Background: an optimization exercise with open tools, aiming at small area, a short achievable clock period and few clock cycles. Do not read the settings as production practice.
In this exercise RTL edits were held to simulation tests only and were not proved equivalent to the original.
No driver is modelled on the clock port, so clock power and skew are understated where the tree is cut down; a real chip needs a root buffer or a tree.
Power is estimated from default activity; no workload was simulated.

## axi_data_width_converter_top
module axi_data_width_converter_top #(
	parameter		SLAVE_DATA_WIDTH	= 256,
	parameter		MASTER_DATA_WIDTH	= 32,
	parameter byte	TID_WIDTH			= 1, 
	parameter byte	TDEST_WIDTH			= 1,
	parameter byte	TUSER_WIDTH			= 1,
	parameter bit	TID_EN				= 0,
	parameter bit	TDEST_EN			= 0,
	parameter bit	TUSER_EN			= 0
)(
	input logic aclk,
	input logic areset_n,
	output	logic								s_axis_tready,
	input	logic								s_axis_tvalid,
	input	logic [SLAVE_DATA_WIDTH - 1:0]		s_axis_tdata,
	input	logic [SLAVE_DATA_WIDTH / 8 - 1:0]	s_axis_tkeep,
	input	logic								s_axis_tlast,
	input	logic [TID_WIDTH - 1:0]				s_axis_tid,
	input	logic [TDEST_WIDTH - 1:0]			s_axis_tdest,
	input	logic [TUSER_WIDTH - 1:0]			s_axis_tuser,
	input	logic								m_axis_tready,
	output	logic								m_axis_tvalid,
	output	logic [MASTER_DATA_WIDTH - 1:0]		m_axis_tdata,
	output	logic [MASTER_DATA_WIDTH / 8 - 1:0]	m_axis_tkeep,
	output	logic								m_axis_tlast,
	output	logic [TID_WIDTH - 1:0]				m_axis_tid,
	output	logic [TDEST_WIDTH - 1:0]			m_axis_tdest,
	output	logic [TUSER_WIDTH - 1:0]			m_axis_tuser
);
For scale: roughly 340 flip-flops, about 12000 sq um of cells after synthesis.
==> flow/config.mk <==
export PLATFORM = sky130hd
export DESIGN_NAME = axi_data_width_converter_top
export DESIGN_NICKNAME = axi_data_width_converter_top
export VERILOG_FILES = /design/flow/design.v
export SDC_FILE = /design/flow/constraint.sdc
export NUM_CORES = 4
export LEC_CHECK = 0
export CAP_MARGIN = 20
export CORE_MARGIN = 2
export CORE_UTILIZATION = 60
export CTS_CLUSTER_DIAMETER = 150
export CTS_CLUSTER_SIZE = 25
export GPL_TIMING_DRIVEN = 0
export SETUP_SLACK_MARGIN = 2.4
export SLEW_MARGIN = 20
==> flow/constraint.sdc <==
create_clock -name core_clock -period 4.0 [get_ports {aclk}]
set_input_delay 0.8000 -clock core_clock [delete_from_list [all_inputs] [get_ports {aclk}]]
set_output_delay 0.8000 -clock core_clock [all_outputs]
set_load 0.01 [all_outputs]
standard.sh (not shown) runs the stock make flow with config.mk's settings and CLKGATE_MAP_FILE= SYNTH_SCRIPT=/design/flow/synth_recipe.tcl, a recipe that flattens the netlist after the stock synthesis.
==> flow/flow/run.sh <==
#!/bin/bash
# Standard layout, with the port buffers made from the smallest plain buffer
# and the top of the clock tree rebuilt after CTS (flow/post_cts.tcl).
set -euo pipefail
export BUFFER_PORTS_ARGS="-buffer_cell sky130_fd_sc_hd__buf_1"
export POST_CTS_TCL="$PWD/flow/post_cts.tcl"
bash standard.sh > standard.log 2>&1
Other scripts of this flow, unchanged in this note and not shown: flow/flow/post_cts.tcl
The starting point finished with timing, DRC and antenna clean.
Testbench counts at the start, summed over its fixed seeds: cycles 18,458.
Next try:
Settings changed: CORE_UTILIZATION 60 to 40, CTS_CLUSTER_SIZE 25 to 20, GPL_TIMING_DRIVEN 0 to not set.
After rerunning: The new run ran to the end with no violations; wire length fell by 8.2%; die area rose by 48%; cell area rose by 0.48%; core utilization fell by 24 points.
Next try:
Settings changed: CORE_UTILIZATION 40 to 60, PLACE_DENSITY set to 0.75.
After rerunning: Fmax is higher by 1.2%. Routed wire length fell by 8.1%. Clock power went down by about 3%. Synthesized area does not change. Via count rises by 1.9%. Register-to-register slack is about the same. Final cell count is lower by 7.0%. Hold slack barely changes. Clock skew went up by 0.013 ns. Sequential cell count stays the same.
Next try:
Settings changed: CTS_CLUSTER_SIZE 20 to 25, PLACE_DENSITY 0.75 to not set, TNS_END_PERCENT set to 50.
What happened:
- synthesized area is unchanged
- clock power is lower by about 7%
- core utilization is lower by 0.21 points
- worst hold slack is about the same
- combinational power came out lower by about 1%
- total power falls by 1.8%

axi_data_width_converter_top again, from the RTL that the note above started with.
export LEC_CHECK = 0
export CAP_MARGIN = 20
export CORE_MARGIN = 2
export CORE_UTILIZATION = 60
export CTS_CLUSTER_DIAMETER = 150
export CTS_CLUSTER_SIZE = 20
export SETUP_SLACK_MARGIN = 2.35
export SLEW_MARGIN = 20
create_clock -name core_clock -period 4.0 [get_ports {aclk}]
Scripts as last shown in full above: flow/flow/run.sh
Other scripts of this flow, unchanged in this note and not shown: flow/flow/post_cts.tcl
Testbench counts at the start, summed over its fixed seeds: cycles 18,458.
Then changed:
Settings changed: CTS_CLUSTER_SIZE 20 to 25, SETUP_SLACK_MARGIN 2.35 to 2.4.
What happened:
- The changed run completed with no timing, DRC or antenna violations
- clock power fell by about 9%
- power drops by 2.6%
- cell count is about the same
- cell area went down by about 0.45%
- global-route usage went up by 1.4 points
- wire length stays flat
- synthesized area is unchanged
Then changed:
Settings changed: CORE_UTILIZATION 60 to 40, CTS_CLUSTER_SIZE 25 to 20, SETUP_SLACK_MARGIN 2.4 to 2.5.
The new run ran to the end with no violations.
First-iteration DRC count went up by a few percent.
Worst hold slack is about the same.
Power went up by a few percent.
Synthesized cell count does not change.
Routed wire length went up by about a fifth.
Worst setup slack is worse by 0.0097 ns.
Then changed:
Settings changed: CORE_UTILIZATION 40 to 65, SETUP_SLACK_MARGIN 2.5 to 2.4.
After rerunning:
- core utilization rose by 27 points
- clock power stays flat
- sequential share of layout area goes up by 2.6 points
- register-to-register slack gets worse by 0.12 ns
- global-route usage rose by 11 points
- power drops by about 1.9%
- cell count came out lower by 11%
- via count goes up by 2.3%
- critical path depth went up by 5
- wire length came out lower by about 8%
Then changed:
Settings changed: CORE_UTILIZATION 65 to 60.
The new run finished clean; core utilization drops by 5.9 points; worst setup slack loses 0.014 ns; total power stays flat; wire length falls by 3.9%; cell count climbs by 2.9%; sequential power hardly moves; critical path depth drops by 5; clock power stays flat; combinational power went down by about 1%.
Then changed:
Settings changed: CORE_UTILIZATION 60 to 55.
Result: The new run ran to the end with no violations. Critical path depth came out higher by 5. Area after synthesis does not change. Via count is lower by 0.78%. Setup slack gains 0.0092 ns. Routed wire length went up by 2.3%. Sequential cell count stays the same. Cell count grows by 0.45%. Design area increases by 0.46%. Power barely changes. Clock power is about the same. Global-route usage goes down by 2.4 points.

== run 1 ==
Another version of the RTL of axi_data_width_converter_top (not shown whole).
clock: 4.0 ns
lec_check: 0
cap_margin: 20
core_margin: 2
core_utilization: 40
slew_margin: 20
run.sh (not shown) runs the stock make flow with config.mk's settings and CLKGATE_MAP_FILE= SYNTH_SCRIPT=/design/flow/synth_recipe.tcl, a recipe that flattens the netlist after the stock synthesis.
Stock flow here: none of the scripts above is used.
Testbench counts of run 1, summed over its fixed seeds: cycles 18,458.
--- input diff run 1..run 2 ---
Settings: putting SETUP_SLACK_MARGIN at 2.5 where nothing was set.
Findings:
- Both conditions hold for run 1: the flow ran to the end and the final layout passed the timing, design-rule and antenna checks.
- Run 2: done, clean on timing, DRC and antenna
- Run 2 vs run 1, non-clock buffer count went up by 38.
- Share of total power in the clock network: run 1 and run 2 compared, lower one is run 1
- Run 2 against run 1: first-iteration DRC count grew by 222, met2 demand-to-capacity share in global routing grew by 5.0 points, path length in cells of the critical path shrank by 3.
- The final reports for run 2 and run 1 show leakage power figure higher in the former.
- In run 2 the buffering overhead turned out 1.6 points higher than in run 1.
- Number of buffers inserted by post-CTS setup repair in run 2 vs run 1: up 20
- Required time of the critical path in run 2 is 1.03 ns lower than in run 1
- | weighted congestion reported at the end of routability-driven placement | run 2 vs run 1 | about 1.7% higher |
- [run 2 vs run 1] first-pass GRT wire length: higher in run 2
What run 3 does differently from run 2 at the input level:
Settings: CTS_CLUSTER_DIAMETER now 100, previously not set; CTS_CLUSTER_SIZE now 30, previously not set.
Notes after the runs:
Run 3 and run 2 all finish clean.
[run 3 vs run 2] final non-filler cell area: lower in run 3
Run 3 gives less global routing usage summed across all routing layers than run 2 did.
Ratio of cells with drive above 1 in the final layout for run 3 is higher than for run 2.
Final cell count of run 3 falls short of that of run 2 by a few percent.
Run 2 and run 3 ended up with roughly the same wire length on met2.
Total routed wire length on the met1 layer ends up lower on run 3.
Run 2 → run 3: number of clock-tree buffers in the layout went down by 57%, mean number of vias per cell went up by 1.1%, power density of the placed cells went down by about 16%, wire length after detailed routing was more or less identical.
The number of search-and-repair iterations in the first detailed-routing pass of run 3 is higher than that of run 2.
What run 4 does differently from run 3 at the input level:
Settings: a deleted CTS_CLUSTER_DIAMETER that had been 100; a deleted CTS_CLUSTER_SIZE that had been 30.
==> flow/flow/run.sh (new file) <==
#!/bin/bash
# Standard layout, with the port buffers made from the smallest plain buffer.
set -euo pipefail
export BUFFER_PORTS_ARGS="-buffer_cell sky130_fd_sc_hd__buf_1"
bash standard.sh > standard.log 2>&1
==> flow/standard.sh (new file) <==
#!/bin/bash
# synth_recipe.tcl (not shown) runs the flow's synth.tcl, then flattens the netlist and writes it again
# the make line also repeats each setting of config.mk as NAME=value (left out here)
make -C /OpenROAD-flow-scripts/flow DESIGN_CONFIG=/design/flow/config.mk WORK_HOME=/design/flow/orfs CLKGATE_MAP_FILE= SYNTH_SCRIPT=/design/flow/synth_recipe.tcl "${@:-finish}"
removed: flow/run.sh
==> notes.md <==
- Between run 3 and run 4, the difference in sequential power is negligible.
- Power (run 3 / run 4): 0.846
- Looking at highest clock rate across both flows, run 4 is the stronger of the two, with run 3 trailing.
- In run 4 the proportion of power drawn by combinational gates turned out 4.3 points lower than in run 3.
- Looking at source of the critical timing path, the downsizer.o_data[21] result is from run 3; the downsizer.o_data[18] one comes from run 4.
- Sequential portion of the cell area: run 3 and run 4 compared, lower one is run 3

lagoon:
RTL: one of the versions met above, not the one the previous note started from.
Size in the first run: ~340 flip-flops, roughly 12,000 um2 of cells after synthesis.
export LEC_CHECK = 0
export CAP_MARGIN = 20
export CORE_MARGIN = 2
export CORE_UTILIZATION = 40
export SETUP_SLACK_MARGIN = 2.2
export SLEW_MARGIN = 20
create_clock -name core_clock -period 4.0 [get_ports {aclk}]
standard.sh (not shown) runs the stock make flow with config.mk's settings and CLKGATE_MAP_FILE= SYNTH_SCRIPT=/design/flow/synth_recipe.tcl, a recipe that flattens the netlist after the stock synthesis.
==> flow/flow/run.sh <==
#!/bin/bash
# Standard layout, with the port buffers made from the smallest plain buffer.
set -euo pipefail
export BUFFER_PORTS_ARGS="-buffer_cell sky130_fd_sc_hd__buf_1"
bash standard.sh > standard.log 2>&1
Testbench counts of lagoon, summed over its fixed seeds: cycles 18,458.
Here is what was changed in the inputs of ember compared with lagoon.
# lagoon
export LEC_CHECK = 0
export CAP_MARGIN = 20
export CORE_MARGIN = 2
export CORE_UTILIZATION = 40
export SETUP_SLACK_MARGIN = 2.2
export SLEW_MARGIN = 20
create_clock -name core_clock -period 4.0 [get_ports {aclk}]
# ember
export LEC_CHECK = 0
export CAP_MARGIN = 20
export CORE_MARGIN = 2
export CORE_UTILIZATION = 40
export CTS_CLUSTER_DIAMETER = 200
export CTS_CLUSTER_SIZE = 30
export SETUP_SLACK_MARGIN = 2.3
export SLEW_MARGIN = 20
create_clock -name core_clock -period 4.0 [get_ports {aclk}]
==> flow/flow/run.sh <==
#!/bin/bash
# Standard layout, with the port buffers made from the smallest plain buffer
# and the clock tree flattened to two buffer levels after CTS (flow/post_cts.tcl).
set -euo pipefail
export BUFFER_PORTS_ARGS="-buffer_cell sky130_fd_sc_hd__buf_1"
export POST_CTS_TCL="$PWD/flow/post_cts.tcl"
bash standard.sh > standard.log 2>&1
==> flow/flow/post_cts.tcl (new file) <==
# Flatten the clock tree built by CTS to two buffer levels: the root buffer
# drives the leaf buffers directly. The inner H-tree buffers and the dummy
# loads go away.
set block [ord::get_db_block]
set port_net [$block findNet aclk]
set root ""
foreach it [$port_net getITerms] { set root [$it getInst] }
set root_out [[$root findITerm X] getNet]
puts "clock root [$root getName] -> [$root_out getName]"
set inner {}
foreach it [$root_out getITerms] {
  set inst [$it getInst]
  if {$inst == $root} continue
  if {[string match "*clkbuf*" [[$inst getMaster] getName]] && ![string match "clkload*" [$inst getName]]} {
    lappend inner $inst
  }
}
set moved 0
foreach b $inner {
  set onet [[$b findITerm X] getNet]
  set loads {}
  foreach it [$onet getITerms] {
    if {[$it getInst] == $b} continue
    lappend loads $it
  }
  foreach it $loads {
    $it disconnect
    $it connect $root_out
    incr moved
  }
  puts "removing inner clock buffer [$b getName]"
  odb::dbInst_destroy $b
  odb::dbNet_destroy $onet
}
set dummies 0
foreach inst [$block getInsts] {
  if {[string match "clkload*" [$inst getName]]} {
    odb::dbInst_destroy $inst
    incr dummies
  }
}
puts "moved $moved clock loads to the root, removed $dummies dummy loads"
estimate_parasitics -placement
report_clock_latency
repair_timing_helper
detailed_placement
check_placement -verbose
### Flow results
ember: no failed stages, no open violations at the end. On number of global-route vias before repair: between ember and lagoon, it ends up higher for lagoon. Row worst path arrival time: ember lower / lagoon higher. Lower power dissipated by switching net loads was reported by ember, not lagoon. | final core area utilization | lower: ember |. Going from lagoon to ember, synthesis-to-layout area growth shrank by 4.0 points, placeable core region stayed essentially flat.
The following lists how xenon was set up differently from ember:
# ember
export LEC_CHECK = 0
export CAP_MARGIN = 20
export CORE_MARGIN = 2
export CORE_UTILIZATION = 40
export CTS_CLUSTER_DIAMETER = 200
export CTS_CLUSTER_SIZE = 30
export SETUP_SLACK_MARGIN = 2.3
export SLEW_MARGIN = 20
create_clock -name core_clock -period 4.0 [get_ports {aclk}]
# xenon
export LEC_CHECK = 0
export CAP_MARGIN = 20
export CORE_MARGIN = 2
export CORE_UTILIZATION = 40
export SETUP_SLACK_MARGIN = 2.3
export SLEW_MARGIN = 20
create_clock -name core_clock -period 4.0 [get_ports {aclk}]
## What came out
xenon vs ember, antenna cell count went up by 1.
Compare ember and xenon | data arrival time of the critical path higher: xenon
Non-clock buffer count is lower on xenon
Fmax: xenon lower than ember
For sequential cell count of the final layout, ember and xenon come out practically identical.
ember ended up with fewer cell instances than xenon did.
xenon | status: complete | timing, DRC, antenna: pass
Compared with ember, xenon shows share of the clock period used by the worst path higher by 2.9 points.
Between ember and xenon, insertion delay of the later-clocked pin in the worst-skew pair is higher for xenon, ember comes in under that.
For sierra, these inputs were changed with respect to xenon:
# xenon
export LEC_CHECK = 0
export CAP_MARGIN = 20
export CORE_MARGIN = 2
export CORE_UTILIZATION = 40
export SETUP_SLACK_MARGIN = 2.3
export SLEW_MARGIN = 20
create_clock -name core_clock -period 4.0 [get_ports {aclk}]
# sierra
export LEC_CHECK = 0
export CAP_MARGIN = 20
export CORE_MARGIN = 2
export CORE_UTILIZATION = 40
export SETUP_SLACK_MARGIN = 2.5
export SLEW_MARGIN = 20
create_clock -name core_clock -period 4.0 [get_ports {aclk}]
==> flow/flow/run.sh <==
#!/bin/bash
# Standard layout, with the port buffers made from the smallest plain buffer.
set -euo pipefail
export BUFFER_PORTS_ARGS="-buffer_cell sky130_fd_sc_hd__buf_1"
bash standard.sh > standard.log 2>&1
removed: flow/flow/post_cts.tcl
Findings:
The final layout from sierra, which completed every stage, passed the timing, design-rule and antenna checks at the end of the flow.
| clock-pin slew on the worst setup and hold paths | xenon vs sierra | ≈ equal |
Diff sierra..xenon | final setup violation count | unchanged
Setup WNS xenon -> sierra: better
In the metrics for xenon and sierra, the one carrying the higher count of placed standard cells in the final layout, fillers left out is sierra.
Looking at total track usage, sierra sits 2.1 points above xenon.
Share of the clock period used by the worst path after layout down 2.7 points in sierra wrt xenon
Taking xenon over sierra, the post-route total power ratio works out to 0.914.

Setup of the previous run:
axi_data_width_converter_top again, from the RTL that the note above started with.
export LEC_CHECK = 0
export CAP_MARGIN = 20
export CORE_MARGIN = 2
export CORE_UTILIZATION = 60
export CTS_CLUSTER_DIAMETER = 150
export CTS_CLUSTER_SIZE = 20
export GPL_ROUTABILITY_DRIVEN = 0
export SETUP_SLACK_MARGIN = 2.4
export SLEW_MARGIN = 20
create_clock -name core_clock -period 4.0 [get_ports {aclk}]
==> flow/flow/run.sh <==
#!/bin/bash
# Standard layout, with the port buffers made from the smallest plain buffer
# and the top of the clock tree rebuilt after CTS (flow/post_cts.tcl).
set -euo pipefail
export BUFFER_PORTS_ARGS="-buffer_cell sky130_fd_sc_hd__buf_1"
export POST_CTS_TCL="$PWD/flow/post_cts.tcl"
bash standard.sh > standard.log 2>&1
Other scripts of this flow, unchanged in this note and not shown: flow/flow/post_cts.tcl
Both conditions hold for the previous run: the flow ran to the end and the final layout passed the timing, design-rule and antenna checks.
Testbench counts of the previous run, summed over its fixed seeds: cycles 18,458.
Setup changes, the previous run to the current run
# the previous run
export LEC_CHECK = 0
export CAP_MARGIN = 20
export CORE_MARGIN = 2
export CORE_UTILIZATION = 60
export CTS_CLUSTER_DIAMETER = 150
export CTS_CLUSTER_SIZE = 20
export GPL_ROUTABILITY_DRIVEN = 0
export SETUP_SLACK_MARGIN = 2.4
export SLEW_MARGIN = 20
create_clock -name core_clock -period 4.0 [get_ports {aclk}]
# the current run
export LEC_CHECK = 0
export CAP_MARGIN = 20
export CORE_MARGIN = 2
export CORE_UTILIZATION = 60
export CTS_CLUSTER_DIAMETER = 150
export CTS_CLUSTER_SIZE = 20
export SETUP_SLACK_MARGIN = 2.45
export SLEW_MARGIN = 20
create_clock -name core_clock -period 4.0 [get_ports {aclk}]
--- outcome ---
- The current run: all stages complete, timing, DRC and antenna checks passed
- Compared with the previous run, in the current run total standard cell area after synthesis essentially unchanged, proportion of power drawn by flip-flops and latches decreased 0.8 points.
- The current run -> the previous run: total negative slack for setup checks delta 0, exact match
- The current run vs the previous run: detailed-routed wire length on met3 down by a few percent
- Between the previous run and the current run, the difference in hold slack is negligible.
- Of the current run and the previous run, it is the current run that has the higher finished layout cell area.
- The current run -> the previous run: count of nets after finishing flat
- Final worst-path cycle share in the current run vs the previous run: down 0.16 points
- Compared with the previous run, the current run shows a final cell count that is 5 higher.

==> separate check: timing with driven ports <==
In the flow no input, the clock included, has a driving cell. The finished layouts below were timed again as built, in two steps. Step 1 assumes that a clkbuf_16 drives the clock port and a buf_2 every other input. Step 2, shift: input delay + t, output delay - t, t = (earliest + latest rising clock arrival at the registers) / 2. This alone moves slack from input paths to output paths. Three values: no drivers, after step 1, after step 2; two values: the first two.
| run | shift t [ns] | slack for setup (ns) | clock arrival spread, ns | cell pins on the clock port's net |
|---|---|---|---|---|
| the first run of note 1 | 0.406 | 2.367 / 2.267 / 2.097 | 0.050 / 0.050 | 4 |
| the second run of note 1 | 0.426 | 2.389 / 2.289 / 2.045 | 0.032 / 0.032 | 4 |
| the third run of note 1 | 0.400 | 2.409 / 2.310 / 2.115 | 0.041 / 0.041 | 4 |
| the fourth run of note 1 | 0.390 | 2.399 / 2.308 / 2.102 | 0.081 / 0.082 | 4 |
| the first run of note 2 | 0.403 | 2.371 / 2.314 / 2.034 | 0.027 / 0.026 | 4 |
| the second run of note 2 | 0.397 | 2.408 / 2.313 / 2.062 | 0.051 / 0.051 | 4 |
| the third run of note 2 | 0.408 | 2.398 / 2.298 / 2.144 | 0.041 / 0.041 | 4 |
| the fourth run of note 2 | 0.406 | 2.407 / 2.317 / 2.061 | 0.023 / 0.023 | 4 |
| the fifth run of note 2 | 0.404 | 2.392 / 2.298 / 2.061 | 0.044 / 0.044 | 4 |
| the sixth run of note 2 | 0.415 | 2.402 / 2.300 / 2.069 | 0.026 / 0.026 | 4 |
| run 1 | 0.544 | 1.743 / 1.701 / 1.367 | 0.012 / 0.012 | 1 |
| run 2 | 0.553 | 2.163 / 2.114 / 1.961 | 0.020 / 0.021 | 1 |
| run 3 | 0.553 | 2.128 / 2.080 / 1.964 | 0.033 / 0.033 | 1 |
| run 4 | 0.554 | 2.141 / 2.091 / 1.998 | 0.014 / 0.014 | 1 |
| lagoon | 0.546 | 2.227 / 2.186 / 1.696 | 0.013 / 0.014 | 1 |
| ember | 0.496 | 2.237 / 2.190 / 1.896 | 0.057 / 0.057 | 1 |
| xenon | 0.657 | 2.123 / 2.072 / 1.879 | 0.022 / 0.023 | 1 |
| sierra | 0.550 | 2.232 / 2.180 / 1.974 | 0.010 / 0.011 | 1 |
| the previous run | 0.404 | 2.392 / 2.298 / 2.061 | 0.044 / 0.044 | 4 |
| the current run | 0.405 | 2.399 / 2.312 / 2.110 | 0.052 / 0.052 | 4 |
After both steps every run listed still meets setup and hold. For lagoon, which loses most, drivers alone change the setup slack by -0.041 ns; drivers and shift together by -0.531 ns.
